Context: an optimization exercise on an open-source flow, tuned for small area. The choices shown serve that exercise and are no tape-out recipe.
Only simulation tests tie the RTL to the original design; equivalence was not proved.

`design.v`:
```
module comparator_latch #
(
  parameter n_to_response_time = -1038,
  parameter p_to_response_time = -1020,
  parameter const_response_time = 1285,
  parameter n_to_tau = -1248,
  parameter p_to_tau = 1037,
  parameter const_tau = 1042,
  parameter n_to_response_time_lh = -1752,
  parameter p_to_response_time_lh = -1006,
  parameter const_response_time_lh = 1185,
  parameter n_to_tau_lh = 1131,
  parameter p_to_tau_lh = -1115,
  parameter const_tau_lh = 1529
)
(
  input clk,
  input reset,
  input sys_clk,
  input [15-1:0] n,
  input [15-1:0] p,
  output [35-1:0] out
);
  wire p3x = p[3] ^ p[0];
  wire g0 = n[0] | st[3];
  wire g1 = n[1] | st[3];
  wire g2 = n[2] | st[3];
  wire g3 = n[0] & ~st[3];
  wire g4 = n[3] | st[3];
  wire g5 = st[3] ? n[3] : n[1];
  wire g6 = st[3] ? p[0] : ~n[4];
  wire g7 = p[0] | ~st[3];
  wire g8 = st[3] ? n[4] : n[2];
  wire g9 = st[3] ? p[1] : ~n[5];
  wire g10 = p[1] | ~st[3];
  wire g11 = st[3] ? n[5] : ~n[6];
  wire g12 = p[2] & st[3];
  wire g13 = p[2] | ~st[3];
  wire g14 = st[3] ? n[6] : ~n[7];
  wire g15 = p[0] & st[3];
  wire g16 = p[3] & st[3];
  wire g17 = p3x | ~st[3];
  wire g18 = st[3] ? n[7] : ~n[8];
  wire g19 = p[1] & st[3];
  wire g20 = p[4] & st[3];
  wire g21 = st[3] ? n[3] : n[0];
  wire g22 = st[3] ? n[8] : ~n[9];
  wire g23 = st[3] ? p[2] : ~p[6];
  wire g24 = p[5] & st[3];
  wire g25 = st[3] ? n[4] : n[1];
  wire g26 = st[3] ? n[9] : ~n[10];
  wire g27 = st[3] ? p[3] : ~p[7];
  wire g28 = p[6] & st[3];
  wire g29 = st[3] ? n[5] : n[2];
  wire g30 = st[3] ? n[10] : p[0];
  wire g31 = st[3] ? p[4] : ~n[11];
  wire g32 = st[3] ? p[7] : ~p[8];
  wire g33 = n[3] ^ st[3];
  wire g34 = st[3] ? n[6] : p[1];
  wire g35 = st[3] ? n[11] : ~n[12];
  wire g36 = st[3] ? p[5] : ~p[9];
  wire g37 = p[8] & st[3];
  wire g38 = n[4] ^ st[3];
  wire g39 = st[3] ? n[7] : p[2];
  wire g40 = st[3] ? n[12] : ~n[13];
  wire g41 = st[3] ? p[6] : ~p[10];
  wire g42 = p[9] & st[3];
  wire g43 = p[0] | ~st[3];
  wire g44 = n[5] ^ st[3];
  wire g45 = st[3] ? n[8] : n[14];
  wire g46 = st[3] ? n[13] : p[3];
  wire g47 = st[3] ? p[7] : ~p[11];
  wire g48 = p[10] & st[3];
  wire g49 = p[1] | ~st[3];
  wire g50 = n[6] ^ st[3];
  wire g51 = st[3] ? n[9] : p[4];
  wire g52 = st[3] ? p[8] : ~p[12];
  wire g53 = n[14] | ~st[3];
  wire g54 = p[2] | ~st[3];
  wire g55 = p[11] | ~st[3];
  wire g56 = n[7] ^ st[3];
  wire g57 = st[3] ? n[10] : p[5];
  wire g58 = st[3] ? p[9] : ~p[13];
  wire g59 = p[3] | ~st[3];
  wire g60 = n[8] ^ st[3];
  wire g61 = st[3] ? n[11] : p[6];
  wire g62 = st[3] ? p[10] : p[14];
  wire g63 = p[4] | ~st[3];
  wire g64 = n[9] ^ st[3];
  wire g65 = st[3] ? n[12] : p[7];
  wire g66 = p[5] | ~st[3];
  wire g67 = p[11] | ~st[3];
  wire g68 = n[10] ^ st[3];
  wire g69 = st[3] ? n[13] : p[8];
  wire g70 = p[6] | ~st[3];
  wire g71 = n[11] ^ st[3];
  wire g72 = st[3] ? ~n[14] : p[9];
  wire g73 = p[7] | ~st[3];
  wire g74 = n[12] ^ st[3];
  wire g75 = st[3] ? ~p[8] : p[10];
  wire g76 = n[13] ^ st[3];
  wire g77 = st[3] ? ~p[9] : p[11];
  wire g78 = n[14] ^ st[3];
  wire g79 = st[3] ? ~p[10] : p[12];
  wire g80 = st[3] ? p[11] : p[13];
  wire g81 = p[14] | st[3];
  wire g82 = 16'd65280 >> {st[3], st[2:0]};
  wire g83 = 16'd65322 >> {st[3], st[2:0]};
  wire g84 = 16'd65497 >> {st[3], st[2:0]};
  wire g85 = 16'd65336 >> {st[3], st[2:0]};
  wire g86 = 16'd65298 >> {st[3], st[2:0]};
  wire g87 = 16'd28 >> {st[3], st[2:0]};
  wire g88 = 16'd65290 >> {st[3], st[2:0]};
  wire g89 = 16'd249 >> {st[3], st[2:0]};
  wire g90 = 16'd249 >> {st[3], st[2:0]};
  wire g91 = 16'd65479 >> {st[3], st[2:0]};
  wire g92 = 16'd193 >> {st[3], st[2:0]};
  wire g93 = 16'd42 >> {st[3], st[2:0]};
  wire g94 = 16'd65497 >> {st[3], st[2:0]};
  wire g95 = 16'd199 >> {st[3], st[2:0]};
  wire g96 = 16'd65493 >> {st[3], st[2:0]};
  wire g97 = 16'd65523 >> {st[3], st[2:0]};
  wire g98 = 16'd14 >> {st[3], st[2:0]};
  wire g99 = 16'd235 >> {st[3], st[2:0]};
  wire g100 = 16'd65330 >> {st[3], st[2:0]};
  wire g101 = 16'd65340 >> {st[3], st[2:0]};
  wire g102 = 16'd65343 >> {st[3], st[2:0]};
  wire g103 = g3 ^ ~g4;
  wire g104 = g3 & ~g4;
  wire g105, g106;
  cl_fa u_g105 (.a(g5), .b(g6), .c(g82), .s(g105), .co(g106));
  wire g107 = ~g7;
  wire g108, g109;
  cl_fa u_g108 (.a(g107), .b(g104), .c(g105), .s(g108), .co(g109));
  wire g110, g111;
  cl_fa u_g110 (.a(g8), .b(g9), .c(g106), .s(g110), .co(g111));
  wire g112 = ~g10;
  wire g113, g114;
  cl_fa u_g113 (.a(g112), .b(g109), .c(g110), .s(g113), .co(g114));
  wire g115, g116;
  cl_fa u_g115 (.a(n[3]), .b(g11), .c(g12), .s(g115), .co(g116));
  wire g117, g118;
  cl_fa u_g117 (.a(g111), .b(g114), .c(g115), .s(g117), .co(g118));
  wire g119 = ~g13 ^ g117;
  wire g120 = ~g13 & g117;
  wire g121, g122;
  cl_fa u_g121 (.a(n[4]), .b(g14), .c(g15), .s(g121), .co(g122));
  wire g123, g124;
  cl_fa u_g123 (.a(g16), .b(g116), .c(g118), .s(g123), .co(g124));
  wire g125, g126;
  cl_fa u_g125 (.a(g120), .b(g121), .c(g123), .s(g125), .co(g126));
  wire g127 = ~g17 ^ g125;
  wire g128 = ~g17 & g125;
  wire g129, g130;
  cl_fa u_g129 (.a(n[5]), .b(g18), .c(g19), .s(g129), .co(g130));
  wire g131, g132;
  cl_fa u_g131 (.a(g20), .b(g83), .c(g122), .s(g131), .co(g132));
  wire g133, g134;
  cl_fa u_g133 (.a(g124), .b(g126), .c(g128), .s(g133), .co(g134));
  wire g135, g136;
  cl_fa u_g135 (.a(g129), .b(g131), .c(g133), .s(g135), .co(g136));
  wire g137, g138;
  cl_fa u_g137 (.a(n[6]), .b(g21), .c(g22), .s(g137), .co(g138));
  wire g139, g140;
  cl_fa u_g139 (.a(g23), .b(g24), .c(g84), .s(g139), .co(g140));
  wire g141, g142;
  cl_fa u_g141 (.a(g130), .b(g132), .c(g134), .s(g141), .co(g142));
  wire g143, g144;
  cl_fa u_g143 (.a(g136), .b(g137), .c(g139), .s(g143), .co(g144));
  wire g145 = g141 ^ g143;
  wire g146 = g141 & g143;
  wire g147, g148;
  cl_fa u_g147 (.a(n[7]), .b(g25), .c(g26), .s(g147), .co(g148));
  wire g149, g150;
  cl_fa u_g149 (.a(g27), .b(g28), .c(g85), .s(g149), .co(g150));
  wire g151, g152;
  cl_fa u_g151 (.a(g138), .b(g140), .c(g142), .s(g151), .co(g152));
  wire g153, g154;
  cl_fa u_g153 (.a(g144), .b(g146), .c(g147), .s(g153), .co(g154));
  wire g155, g156;
  cl_fa u_g155 (.a(g149), .b(g151), .c(g153), .s(g155), .co(g156));
  wire g157, g158;
  cl_fa u_g157 (.a(n[8]), .b(g29), .c(g30), .s(g157), .co(g158));
  wire g159, g160;
  cl_fa u_g159 (.a(g31), .b(g32), .c(g86), .s(g159), .co(g160));
  wire g161, g162;
  cl_fa u_g161 (.a(g148), .b(g150), .c(g152), .s(g161), .co(g162));
  wire g163, g164;
  cl_fa u_g163 (.a(g154), .b(g156), .c(g157), .s(g163), .co(g164));
  wire g165, g166;
  cl_fa u_g165 (.a(g159), .b(g161), .c(g163), .s(g165), .co(g166));
  wire g167, g168;
  cl_fa u_g167 (.a(n[9]), .b(g33), .c(g34), .s(g167), .co(g168));
  wire g169, g170;
  cl_fa u_g169 (.a(g35), .b(g36), .c(g37), .s(g169), .co(g170));
  wire g171, g172;
  cl_fa u_g171 (.a(g87), .b(g158), .c(g160), .s(g171), .co(g172));
  wire g173, g174;
  cl_fa u_g173 (.a(g162), .b(g164), .c(g166), .s(g173), .co(g174));
  wire g175, g176;
  cl_fa u_g175 (.a(g167), .b(g169), .c(g171), .s(g175), .co(g176));
  wire g177 = g173 ^ g175;
  wire g178 = g173 & g175;
  wire g179, g180;
  cl_fa u_g179 (.a(n[10]), .b(g38), .c(g39), .s(g179), .co(g180));
  wire g181, g182;
  cl_fa u_g181 (.a(g40), .b(g41), .c(g42), .s(g181), .co(g182));
  wire g183, g184;
  cl_fa u_g183 (.a(g88), .b(g168), .c(g170), .s(g183), .co(g184));
  wire g185, g186;
  cl_fa u_g185 (.a(g172), .b(g174), .c(g176), .s(g185), .co(g186));
  wire g187, g188;
  cl_fa u_g187 (.a(g178), .b(g179), .c(g181), .s(g187), .co(g188));
  wire g189, g190;
  cl_fa u_g189 (.a(g183), .b(g185), .c(g187), .s(g189), .co(g190));
  wire g191 = ~g43 ^ g189;
  wire g192 = ~g43 & g189;
  wire g193, g194;
  cl_fa u_g193 (.a(n[11]), .b(g44), .c(g45), .s(g193), .co(g194));
  wire g195, g196;
  cl_fa u_g195 (.a(g46), .b(g47), .c(g48), .s(g195), .co(g196));
  wire g197, g198;
  cl_fa u_g197 (.a(g89), .b(g180), .c(g182), .s(g197), .co(g198));
  wire g199, g200;
  cl_fa u_g199 (.a(g184), .b(g186), .c(g188), .s(g199), .co(g200));
  wire g201, g202;
  cl_fa u_g201 (.a(g190), .b(g192), .c(g193), .s(g201), .co(g202));
  wire g203, g204;
  cl_fa u_g203 (.a(g195), .b(g197), .c(g199), .s(g203), .co(g204));
  wire g205 = ~g49;
  wire g206, g207;
  cl_fa u_g206 (.a(g205), .b(g201), .c(g203), .s(g206), .co(g207));
  wire g208, g209;
  cl_fa u_g208 (.a(g53), .b(g54), .c(g55), .s(g208), .co(g209));
  wire g210, g211;
  cl_fa u_g210 (.a(n[12]), .b(g50), .c(g51), .s(g210), .co(g211));
  wire g212, g213;
  cl_fa u_g212 (.a(g52), .b(g90), .c(g194), .s(g212), .co(g213));
  wire g214, g215;
  cl_fa u_g214 (.a(g196), .b(g198), .c(g200), .s(g214), .co(g215));
  wire g216, g217;
  cl_fa u_g216 (.a(g202), .b(g204), .c(g207), .s(g216), .co(g217));
  wire g218, g219;
  cl_fa u_g218 (.a(g210), .b(g212), .c(g214), .s(g218), .co(g219));
  wire g220 = ~g208;
  wire g221, g222;
  cl_fa u_g221 (.a(g220), .b(g216), .c(g218), .s(g221), .co(g222));
  wire g223, g224;
  cl_fa u_g223 (.a(n[13]), .b(g56), .c(g57), .s(g223), .co(g224));
  wire g225, g226;
  cl_fa u_g225 (.a(g58), .b(g91), .c(g211), .s(g225), .co(g226));
  wire g227, g228;
  cl_fa u_g227 (.a(g213), .b(g215), .c(g217), .s(g227), .co(g228));
  wire g229, g230;
  cl_fa u_g229 (.a(g219), .b(g222), .c(g223), .s(g229), .co(g230));
  wire g231, g232;
  cl_fa u_g231 (.a(g225), .b(g227), .c(g229), .s(g231), .co(g232));
  wire g233 = ~g231;
  wire g234, g235;
  cl_fa u_g234 (.a(g59), .b(g209), .c(g233), .s(g234), .co(g235));
  wire g236, g237;
  cl_fa u_g236 (.a(n[14]), .b(g63), .c(g235), .s(g236), .co(g237));
  wire g238, g239;
  cl_fa u_g238 (.a(g60), .b(g61), .c(g62), .s(g238), .co(g239));
  wire g240, g241;
  cl_fa u_g240 (.a(g92), .b(g224), .c(g226), .s(g240), .co(g241));
  wire g242, g243;
  cl_fa u_g242 (.a(g228), .b(g230), .c(g232), .s(g242), .co(g243));
  wire g244, g245;
  cl_fa u_g244 (.a(g238), .b(g240), .c(g242), .s(g244), .co(g245));
  wire g246 = ~g236 ^ g244;
  wire g247 = ~g236 & g244;
  wire g248, g249;
  cl_fa u_g248 (.a(g66), .b(g67), .c(g237), .s(g248), .co(g249));
  wire g250, g251;
  cl_fa u_g250 (.a(g64), .b(g65), .c(g93), .s(g250), .co(g251));
  wire g252, g253;
  cl_fa u_g252 (.a(g239), .b(g241), .c(g243), .s(g252), .co(g253));
  wire g254, g255;
  cl_fa u_g254 (.a(g245), .b(g247), .c(g250), .s(g254), .co(g255));
  wire g256 = ~g248;
  wire g257, g258;
  cl_fa u_g257 (.a(g256), .b(g252), .c(g254), .s(g257), .co(g258));
  wire g259, g260;
  cl_fa u_g259 (.a(g68), .b(g69), .c(g94), .s(g259), .co(g260));
  wire g261, g262;
  cl_fa u_g261 (.a(g251), .b(g253), .c(g255), .s(g261), .co(g262));
  wire g263, g264;
  cl_fa u_g263 (.a(g258), .b(g259), .c(g261), .s(g263), .co(g264));
  wire g265 = ~g263;
  wire g266, g267;
  cl_fa u_g266 (.a(g70), .b(g249), .c(g265), .s(g266), .co(g267));
  wire g268, g269;
  cl_fa u_g268 (.a(g71), .b(g72), .c(g95), .s(g268), .co(g269));
  wire g270, g271;
  cl_fa u_g270 (.a(g260), .b(g262), .c(g264), .s(g270), .co(g271));
  wire g272 = ~g268;
  wire g273, g274;
  cl_fa u_g273 (.a(g73), .b(g267), .c(g272), .s(g273), .co(g274));
  wire g275 = g270 ^ ~g273;
  wire g276 = g270 & ~g273;
  wire g277, g278;
  cl_fa u_g277 (.a(g74), .b(g75), .c(g96), .s(g277), .co(g278));
  wire g279, g280;
  cl_fa u_g279 (.a(g269), .b(g271), .c(g276), .s(g279), .co(g280));
  wire g281 = ~g274;
  wire g282, g283;
  cl_fa u_g282 (.a(g281), .b(g277), .c(g279), .s(g282), .co(g283));
  wire g284, g285;
  cl_fa u_g284 (.a(g76), .b(g77), .c(g97), .s(g284), .co(g285));
  wire g286, g287;
  cl_fa u_g286 (.a(g278), .b(g280), .c(g283), .s(g286), .co(g287));
  wire g288 = g284 ^ g286;
  wire g289 = g284 & g286;
  wire g290, g291;
  cl_fa u_g290 (.a(g79), .b(g98), .c(g285), .s(g290), .co(g291));
  wire g292, g293;
  cl_fa u_g292 (.a(g287), .b(g289), .c(g290), .s(g292), .co(g293));
  wire g294 = ~g78 ^ g292;
  wire g295 = ~g78 & g292;
  wire g296, g297;
  cl_fa u_g296 (.a(g80), .b(g99), .c(g291), .s(g296), .co(g297));
  wire g298, g299;
  cl_fa u_g298 (.a(g293), .b(g295), .c(g296), .s(g298), .co(g299));
  wire g300, g301;
  cl_fa u_g300 (.a(g100), .b(g297), .c(g299), .s(g300), .co(g301));
  wire g302 = ~g81 ^ g300;
  wire g303 = ~g81 & g300;
  wire g304, g305;
  cl_fa u_g304 (.a(g101), .b(g301), .c(g303), .s(g304), .co(g305));
  wire g306 = g102 ^ g305;
  wire g307 = ~g306;
  wire g308 = ~g108 | 1'b1;
  wire g309 = ~g113 | g308;
  wire g310 = ~g119 | g309;
  wire g311 = ~g127 | g310;
  wire g312 = ~g135 | g311;
  wire g313 = ~g145 | g312;
  wire g314 = ~g155 | g313;
  wire g315 = ~g165 | g314;
  wire g316 = ~g177 | g315;
  wire g317 = ~g191 & g316;
  wire g318 = ~g206 | g317;
  wire g319 = ~g221 | g318;
  wire g320 = ~~g234 | g319;
  wire g321 = ~g246 | g320;
  wire g322 = ~g257 & g321;
  wire g323 = ~~g266 | g322;
  wire g324 = ~g275 & g323;
  wire g325 = ~g282 | g324;
  wire g326 = ~g288 | g325;
  wire g327 = ~g294 & g326;
  wire g328 = ~g298 | g327;
  wire g329 = ~g302 | g328;
  wire g330 = ~g304 | g329;
  wire g331 = ~~g306 & g330;
  wire g332 = ~g331;
  wire g333 = ~g108 | 1'b1;
  wire g334 = ~g113 | g333;
  wire g335 = ~g119 | g334;
  wire g336 = ~g127 & g335;
  wire g337 = ~g135 | g336;
  wire g338 = ~g145 | g337;
  wire g339 = ~g155 & g338;
  wire g340 = ~g165 & g339;
  wire g341 = ~g177 | g340;
  wire g342 = ~g191 & g341;
  wire g343 = ~g206 | g342;
  wire g344 = ~g221 | g343;
  wire g345 = ~~g234 | g344;
  wire g346 = ~g246 & g345;
  wire g347 = ~g257 & g346;
  wire g348 = ~~g266 | g347;
  wire g349 = ~g275 | g348;
  wire g350 = ~g282 & g349;
  wire g351 = ~g288 | g350;
  wire g352 = ~g294 | g351;
  wire g353 = ~g298 | g352;
  wire g354 = ~g302 | g353;
  wire g355 = ~g304 | g354;
  wire g356 = ~~g306 & g355;
  wire g357 = ~g356;
  wire g358 = ~g108 | 1'b1;
  wire g359 = ~g113 | g358;
  wire g360 = ~g119 | g359;
  wire g361 = ~g127 | g360;
  wire g362 = ~g135 & g361;
  wire g363 = ~g145 | g362;
  wire g364 = ~g155 | g363;
  wire g365 = ~g165 & g364;
  wire g366 = ~g177 & g365;
  wire g367 = ~g191 & g366;
  wire g368 = ~g206 | g367;
  wire g369 = ~g221 | g368;
  wire g370 = ~~g234 | g369;
  wire g371 = ~g246 | g370;
  wire g372 = ~g257 | g371;
  wire g373 = ~~g266 & g372;
  wire g374 = ~g275 & g373;
  wire g375 = ~g282 & g374;
  wire g376 = ~g288 | g375;
  wire g377 = ~g294 & g376;
  wire g378 = ~g298 & g377;
  wire g379 = ~g302 & g378;
  wire g380 = ~g304 & g379;
  wire g381 = ~~g306 | g380;
  wire g382 = ~g381;
  wire g383 = ~g108 | 1'b1;
  wire g384 = ~g113 | g383;
  wire g385 = ~g119 | g384;
  wire g386 = ~g127 & g385;
  wire g387 = ~g135 & g386;
  wire g388 = ~g145 | g387;
  wire g389 = ~g155 & g388;
  wire g390 = ~g165 | g389;
  wire g391 = ~g177 | g390;
  wire g392 = ~g191 | g391;
  wire g393 = ~g206 & g392;
  wire g394 = ~g221 | g393;
  wire g395 = ~~g234 | g394;
  wire g396 = ~g246 & g395;
  wire g397 = ~g257 | g396;
  wire g398 = ~~g266 & g397;
  wire g399 = ~g275 | g398;
  wire g400 = ~g282 | g399;
  wire g401 = ~g288 & g400;
  wire g402 = ~g294 | g401;
  wire g403 = ~g298 & g402;
  wire g404 = ~g302 & g403;
  wire g405 = ~g304 & g404;
  wire g406 = ~~g306 | g405;
  wire g407 = ~g406;
  wire g408 = ~g108 | 1'b1;
  wire g409 = ~g113 | g408;
  wire g410 = ~g119 | g409;
  wire g411 = ~g127 | g410;
  wire g412 = ~g135 | g411;
  wire g413 = ~g145 & g412;
  wire g414 = ~g155 | g413;
  wire g415 = ~g165 | g414;
  wire g416 = ~g177 & g415;
  wire g417 = ~g191 | g416;
  wire g418 = ~g206 & g417;
  wire g419 = ~g221 | g418;
  wire g420 = ~~g234 | g419;
  wire g421 = ~g246 | g420;
  wire g422 = ~g257 & g421;
  wire g423 = ~~g266 & g422;
  wire g424 = ~g275 & g423;
  wire g425 = ~g282 | g424;
  wire g426 = ~g288 & g425;
  wire g427 = ~g294 & g426;
  wire g428 = ~g298 | g427;
  wire g429 = ~g302 & g428;
  wire g430 = ~g304 & g429;
  wire g431 = ~~g306 | g430;
  wire g432 = ~g431;
  wire g433 = ~g108 | 1'b1;
  wire g434 = ~g113 | g433;
  wire g435 = ~g119 | g434;
  wire g436 = ~g127 | g435;
  wire g437 = ~g135 & g436;
  wire g438 = ~g145 & g437;
  wire g439 = ~g155 | g438;
  wire g440 = ~g165 | g439;
  wire g441 = ~g177 & g440;
  wire g442 = ~g191 | g441;
  wire g443 = ~g206 | g442;
  wire g444 = ~g221 | g443;
  wire g445 = ~~g234 | g444;
  wire g446 = ~g246 & g445;
  wire g447 = ~g257 | g446;
  wire g448 = ~~g266 | g447;
  wire g449 = ~g275 | g448;
  wire g450 = ~g282 | g449;
  wire g451 = ~g288 | g450;
  wire g452 = ~g294 | g451;
  wire g453 = ~g298 & g452;
  wire g454 = ~g302 | g453;
  wire g455 = ~g304 | g454;
  wire g456 = ~~g306 & g455;
  wire g457 = ~g456;
  wire g458 = (st[2:0] == 3'd1) ? ((g332 & ~g357) | g432) : (st[2:0] == 3'd2) ? ((g332 & ~g382) | g432) : (st[2:0] == 3'd3) ? (~g457 | (g332 & ~g407) | g432) : (st[2:0] != 3'd0);
  wire g459 = (n[0] & ~p[0]) | (~(n[0] ^ p[0]) & 1'b0);
  wire g460 = (n[1] & ~p[1]) | (~(n[1] ^ p[1]) & g459);
  wire g461 = (n[2] & ~p[2]) | (~(n[2] ^ p[2]) & g460);
  wire g462 = (n[3] & ~p[3]) | (~(n[3] ^ p[3]) & g461);
  wire g463 = (n[4] & ~p[4]) | (~(n[4] ^ p[4]) & g462);
  wire g464 = (n[5] & ~p[5]) | (~(n[5] ^ p[5]) & g463);
  wire g465 = (n[6] & ~p[6]) | (~(n[6] ^ p[6]) & g464);
  wire g466 = (n[7] & ~p[7]) | (~(n[7] ^ p[7]) & g465);
  wire g467 = (n[8] & ~p[8]) | (~(n[8] ^ p[8]) & g466);
  wire g468 = (n[9] & ~p[9]) | (~(n[9] ^ p[9]) & g467);
  wire g469 = (n[10] & ~p[10]) | (~(n[10] ^ p[10]) & g468);
  wire g470 = (n[11] & ~p[11]) | (~(n[11] ^ p[11]) & g469);
  wire g471 = (n[12] & ~p[12]) | (~(n[12] ^ p[12]) & g470);
  wire g472 = (n[13] & ~p[13]) | (~(n[13] ^ p[13]) & g471);
  wire g473 = (n[14] & ~p[14]) | (~(n[14] ^ p[14]) & g472);
  wire done1 = g307;
  wire done2 = g458;
  wire n_gt_p = g473;
  reg [3:0] st;
  reg prev_sys_clk;
  wire [2:0] cnt = st[2:0];
  wire start = ~prev_sys_clk & sys_clk & n_gt_p & (~n[14] | (n[13:0] == 14'd0));
  always @(posedge clk) prev_sys_clk <= sys_clk;
  always @(posedge clk) begin
    if (reset) st <= 4'd7;
    else if (st == 4'd7 || st == 4'd13) st <= start ? 4'd0 : 4'd13;
    else if (st == 4'd14) st <= (prev_sys_clk & ~sys_clk) ? 4'd8 : 4'd14;
    else if (st == 4'd15) st <= 4'd15;
    else if (~st[3]) st <= done1 ? 4'd14 : st + 4'd1;
    else st <= done2 ? 4'd15 : st + 4'd1;
  end
  wire is_r = (st == 4'd7);
  wire nz = ~((st == 4'd15) | (st[3] & (st[2:0] != 3'd0) & (st[2:0] < 3'd5)));
  assign out = {1'b0, 1'b0, 1'b0, nz, nz, 1'b0, nz, 1'b0, 1'b0, nz, nz, 1'b0, 1'b0, is_r, is_r, 1'b0, 1'b0, is_r, is_r, 1'b0, 1'b0, is_r, is_r, 1'b0, 1'b0, is_r, is_r, 1'b0, 1'b0, is_r, is_r, 1'b0, 1'b0, is_r, is_r};
endmodule
module cl_fa(input a, input b, input c, output s, output co);
  assign s = a ^ b ^ c;
  assign co = (a & b) | (a & c) | (b & c);
endmodule
```
`flow/run.sh`:
```
#!/bin/bash
set -euo pipefail
bash standard.sh "BUFFER_PORTS_ARGS=-buffer_cell sky130_fd_sc_hd__buf_1" finish > make_finish.log 2>&1
```
`standard.sh`:
```
#!/bin/bash
# synth_recipe.tcl (not shown) runs the flow's synth.tcl, then flattens the netlist and writes it again
# the make line also repeats each setting of config.mk as NAME=value (left out here)
make -C /OpenROAD-flow-scripts/flow DESIGN_CONFIG=/design/flow/config.mk WORK_HOME=/design/flow/orfs CLKGATE_MAP_FILE= SYNTH_SCRIPT=/design/flow/synth_recipe.tcl "${@:-finish}"
```
`config.mk`:
```
export PLATFORM = sky130hd
export DESIGN_NAME = comparator_latch
export DESIGN_NICKNAME = comparator_latch
export VERILOG_FILES = /design/flow/design.v
export SDC_FILE = /design/flow/constraint.sdc
export NUM_CORES = 4
export LEC_CHECK = 0
export ABC_AREA = 1
export CAP_MARGIN = 20
export CORE_MARGIN = 2
export CORE_UTILIZATION = 40
export CTS_BUF_LIST = sky130_fd_sc_hd__clkbuf_2
export SLEW_MARGIN = 20
export SYNTH_HIERARCHICAL = 1
export SYNTH_MINIMUM_KEEP_SIZE = 0
```
`constraint.sdc`:
```
create_clock -name core_clock -period 26.0 [get_ports {clk}]
set_input_delay 5.2000 -clock core_clock [delete_from_list [all_inputs] [get_ports {clk}]]
set_output_delay 5.2000 -clock core_clock [all_outputs]
set_load 0.01 [all_outputs]
```
==> metrics.json <==
{
  "timing": {
    "min_period_ps": 25110,
    "timing.final.hold_violations": 0,
    "slew_viol_final": 0,
    "share_of_the_cycle_needed_by_the_critical_path_after_routing": 0.966,
    "rsz_0062_raised_after_global_routing": "no",
    "post-route-worst-setup-slack_ps": 890,
    "maxClockFrequency_mhz": 39.8,
    "setup_viol_count_final": 0,
    "slew-limit-headroom": 0.553,
    "fin_tns_setup_ps": 0,
    "max_slew.worst_pin.slew_ps": 671,
    "finClkSkew_ps": 3.98
  },
  "hold_path": {
    "holdCritPathClass": "register to register",
    "min_path_cells": 6,
    "worst_hold_startpoint": "prev_sys_clk$_DFF_P_",
    "hold_end": "st[2]$_SDFF_PP1_"
  },
  "routing": {
    "drt_first_iter_violations": 131,
    "routed_wl_um": 10300,
    "avgViaCountPerCell": 4.88,
    "drt_first_pass_iters": 4,
    "drt-wirelength-per-cell_um": 15.8,
    "route.antenna.remaining_nets": 0,
    "dr_total_vias": 3174,
    "post-route-drc-count": 0
  },
  "yosys": {
    "synth_flop_cell": "sky130_fd_sc_hd__dfxtp_1",
    "synth_cell_type_count": 32,
    "yosysWarnings": 7,
    "synth_enable_flop_cells": 0,
    "number_of_register_bits_inferred_by_synthesis": 5,
    "synthesis.area_per_instance_sq_um": 8.17,
    "async_flop_share": 0,
    "ys_seq_area_frac": 0.0249,
    "post_synth_instance_area_sq_um": 4020,
    "postSynthCellCount": 492
  },
  "clock_network": {
    "clockRootBuffer": "sky130_fd_sc_hd__clkbuf_2",
    "insertion_delay_ps": 210,
    "hold_buffer_count_at_cts": 0,
    "clkTransAtPathRegs_ps": 50,
    "cts-buffers-inserted": 3,
    "cts_tree": "done",
    "cts_buffer_depth": 2,
    "htree_num_levels": 1,
    "clock_sink_count": 5
  },
  "placement": {
    "routabilityCongestion": 0.859,
    "post-dp-hpwl_um": 9030,
    "numPortBuffers": 49,
    "place_ws_ps": 359
  },
  "die": {
    "floorplan.die.width_um": 104,
    "start_util": 0.411,
    "fp.dieH_um": 104,
    "num_rows": 36,
    "placeableCoreArea_sq_um": 9770,
    "dieArea_sq_um": 10900,
    "ios": 68
  },
  "cells_and_area": {
    "number_of_diodes": 0,
    "layout-drive-gt1-share": 0.0445,
    "final_core_util": 0.428,
    "synthToLayoutAreaGrowth_pct": 4.14,
    "nets": 672,
    "fillcell_total": 1029
  },
  "worst_setup_path": {
    "timing.critical_path.from": "n[3]",
    "critPathMaxStageDelay_ps": 550,
    "worst_ep_required_time_ps": 26100,
    "worstSetupEndpointType": "register",
    "critical_path_buf_inv_count": 6,
    "most_frequent_cp_cell": "sky130_fd_sc_hd__fa_1",
    "reg2regPathDepth": 67,
    "r2r_start": "st[3]$_SDFF_PP0_",
    "timing_worst_setup_path_type": "input port to register",
    "critPathTopFamily": "adder cells",
    "worst_r2r_endpoint": "st[3]$_SDFF_PP0_",
    "rrSetupSlack_ps": 4750,
    "crit_path_start_kind": "input port",
    "slowest_stage": "sky130_fd_sc_hd__fa_1",
    "critical_path_arrival_ps": 25210,
    "timing.critical_path.fanout_max": 5
  },
  "grt": {
    "antenna_violations_before_repair": 0,
    "grt_max_degree": 61,
    "global_route.usage.total": 0.200,
    "overflow": 0,
    "grt_first_pass_wirelength_um": 17200,
    "first_global_vias": 3357
  },
  "run_status": {
    "outcome": "no timing/DRC/antenna violations"
  },
  "flow_run": {
    "drv_cap": 0
  }
}
## layout by cell type (no fill, tap or decap), types with 2 or more instances in the layout
cell,Yosys,routed
sky130_fd_sc_hd__nand4_1,6,6
sky130_fd_sc_hd__nand2_2,2,3
sky130_fd_sc_hd__conb_1,1,18
sky130_fd_sc_hd__nor3_1,5,5
sky130_fd_sc_hd__o41ai_1,2,2
sky130_fd_sc_hd__o21ai_0,21,20
sky130_fd_sc_hd__buf_4,35,2
sky130_fd_sc_hd__nand3_2,1,2
sky130_fd_sc_hd__nand3_1,17,16
sky130_fd_sc_hd__dfxtp_1,5,4
sky130_fd_sc_hd__fa_1,86,86
sky130_fd_sc_hd__xor2_1,9,9
sky130_fd_sc_hd__nor2_2,0,2
sky130_fd_sc_hd__inv_1,78,78
sky130_fd_sc_hd__a31oi_1,4,4
sky130_fd_sc_hd__nand2_1,85,84
sky130_fd_sc_hd__nor4_1,2,2
sky130_fd_sc_hd__clkbuf_2,0,7
sky130_fd_sc_hd__o2111ai_1,2,2
sky130_fd_sc_hd__ha_1,35,35
sky130_fd_sc_hd__o211ai_1,4,4
sky130_fd_sc_hd__o21ai_1,1,2
sky130_fd_sc_hd__nor2_1,31,28
sky130_fd_sc_hd__a21oi_1,38,38
sky130_fd_sc_hd__or2_2,3,3
sky130_fd_sc_hd__buf_1,3,46
## worst max path at each step
stage / end / cells past startpoint / slack [ps]
5_1_grt: st[3]$_SDFF_PP0_ / 65 / 20
6_report: st[3]$_SDFF_PP0_ / 65 / 890
4_1_cts: st[3]$_SDFF_PP0_ / 63 / 570
3_3_place_gp: st[3]$_SDFF_PP0_ / 63 / 530
2_1_floorplan: st[3]$_SDFF_PP0_ / 62 / 1400
3_5_place_dp: st[3]$_SDFF_PP0_ / 63 / 360
## worst reg2reg max path, delay by kind of cell, from the launching register on
kind	cells	cell delay [ps]
adder cells (fa/ha/maj)	45	18240
flip-flops	1	310
AND/OR/NAND/NOR	10	950
buffers and inverters	8	1210
AO/OA/AOI/OAI	4	480
## cell families after synthesis
group,share of synthesized area
adders and majority gates,0.538
xor gates and xnor gates,0.0196
buffers and inverters,0.151
AOI/OAI and AO/OA,0.105
and+or+nand+nor,0.160
other,0.000933
DFF,0.0249
## flip-flops by register name, summed over array words and instances (netlist names)
register	flops
st	4
prev_sys_clk	1
## cell type report
cell class | instances | area [sq um] | area share
tap | 133 | 166 | 0.0398
inverter | 80 | 300 | 0.0718
timing repair buffer | 51 | 203 | 0.0484
multi-input combinational | 377 | 3390 | 0.811
sequential | 5 | 101 | 0.0242
clock buffer | 4 | 20.0 | 0.00478
## Yosys stat by module, one instance, submodules excluded
module	cells inside	flip-flops and latches	cell area, sq um	times used
comparator_latch	406	5	2300	1
cl_fa	1	0	20.0	86
## synth_stat cells (2+ instances only)
master / instances / area share
sky130_fd_sc_hd__o211ai_1: 4 / 0.0075
sky130_fd_sc_hd__o2111ai_1: 2 / 0.0044
sky130_fd_sc_hd__buf_4: 35 / 0.065
sky130_fd_sc_hd__a31oi_1: 4 / 0.0062
sky130_fd_sc_hd__ha_1: 35 / 0.11
sky130_fd_sc_hd__nor2_1: 31 / 0.029
sky130_fd_sc_hd__inv_1: 78 / 0.073
sky130_fd_sc_hd__or2_2: 3 / 0.0047
sky130_fd_sc_hd__buf_1: 3 / 0.0028
sky130_fd_sc_hd__nand4_1: 6 / 0.0093
sky130_fd_sc_hd__dfxtp_1: 5 / 0.025
sky130_fd_sc_hd__nor3_1: 5 / 0.0062
sky130_fd_sc_hd__nand3_1: 17 / 0.021
sky130_fd_sc_hd__fa_1: 86 / 0.43
sky130_fd_sc_hd__nor4_1: 2 / 0.0031
sky130_fd_sc_hd__a21oi_1: 38 / 0.047
sky130_fd_sc_hd__o41ai_1: 2 / 0.0044
sky130_fd_sc_hd__xor2_1: 9 / 0.020
sky130_fd_sc_hd__nand2_2: 2 / 0.0031
sky130_fd_sc_hd__o21ai_0: 21 / 0.026
sky130_fd_sc_hd__nand2_1: 85 / 0.079
sky130_fd_sc_hd__clkbuf_1: 9 / 0.0084
## metrics by stage
stage / hold WS [ps] / cells / instance area [sq um]
2_1_floorplan: 601 / 509 / 4080
3_3_place_gp: 671 / 646 / 4140
3_5_place_dp: 687 / 646 / 4140
4_1_cts: 694 / 650 / 4160
5_1_grt: 750 / 650 / 4180
6_report: 690 / 650 / 4180
## per-layer routing
| metal | track usage | wire length, um |
|---|---|---|
| met1 | 0.280 | 4680 |
| met2 | 0.345 | 5030 |
| met3 | 0.0163 | 469 |
| met5 | 0 | 0 |
| met4 | 0.0328 | 112 |
## timing repair
action	CTS	global route
gates resized for setup	0	10
endpoints found under the setup margin	0	4
buffers inserted	0	0

-- port drivers added, routing unchanged --
No port has a modelled driver above. Below, the same layout with a new extraction and two added sets of constraints.
Step 1 assumes that a clkbuf_16 drives the clock port and a buf_2 every other input.
Step 2 adds t to the input delays and takes it off the output delays; t is the mean of the earliest and latest rising clock arrival at the registers after step 1. Input paths then give back, and output paths get back, about the clock's delay inside the block.
Slacks: ideal ports / drivers / drivers and shift; pairs: ideal ports / drivers.
shift t [ns]: 0.224
slack for setup (ns): 0.890 / 0.884 / 0.660
worst data-port slew with drivers (ns): 0.04
cell pins on the clock port's net: 1
After both steps setup and hold are still met in this run. The setup slack of this run moves by -0.006 ns with the drivers and by -0.230 ns with both steps.
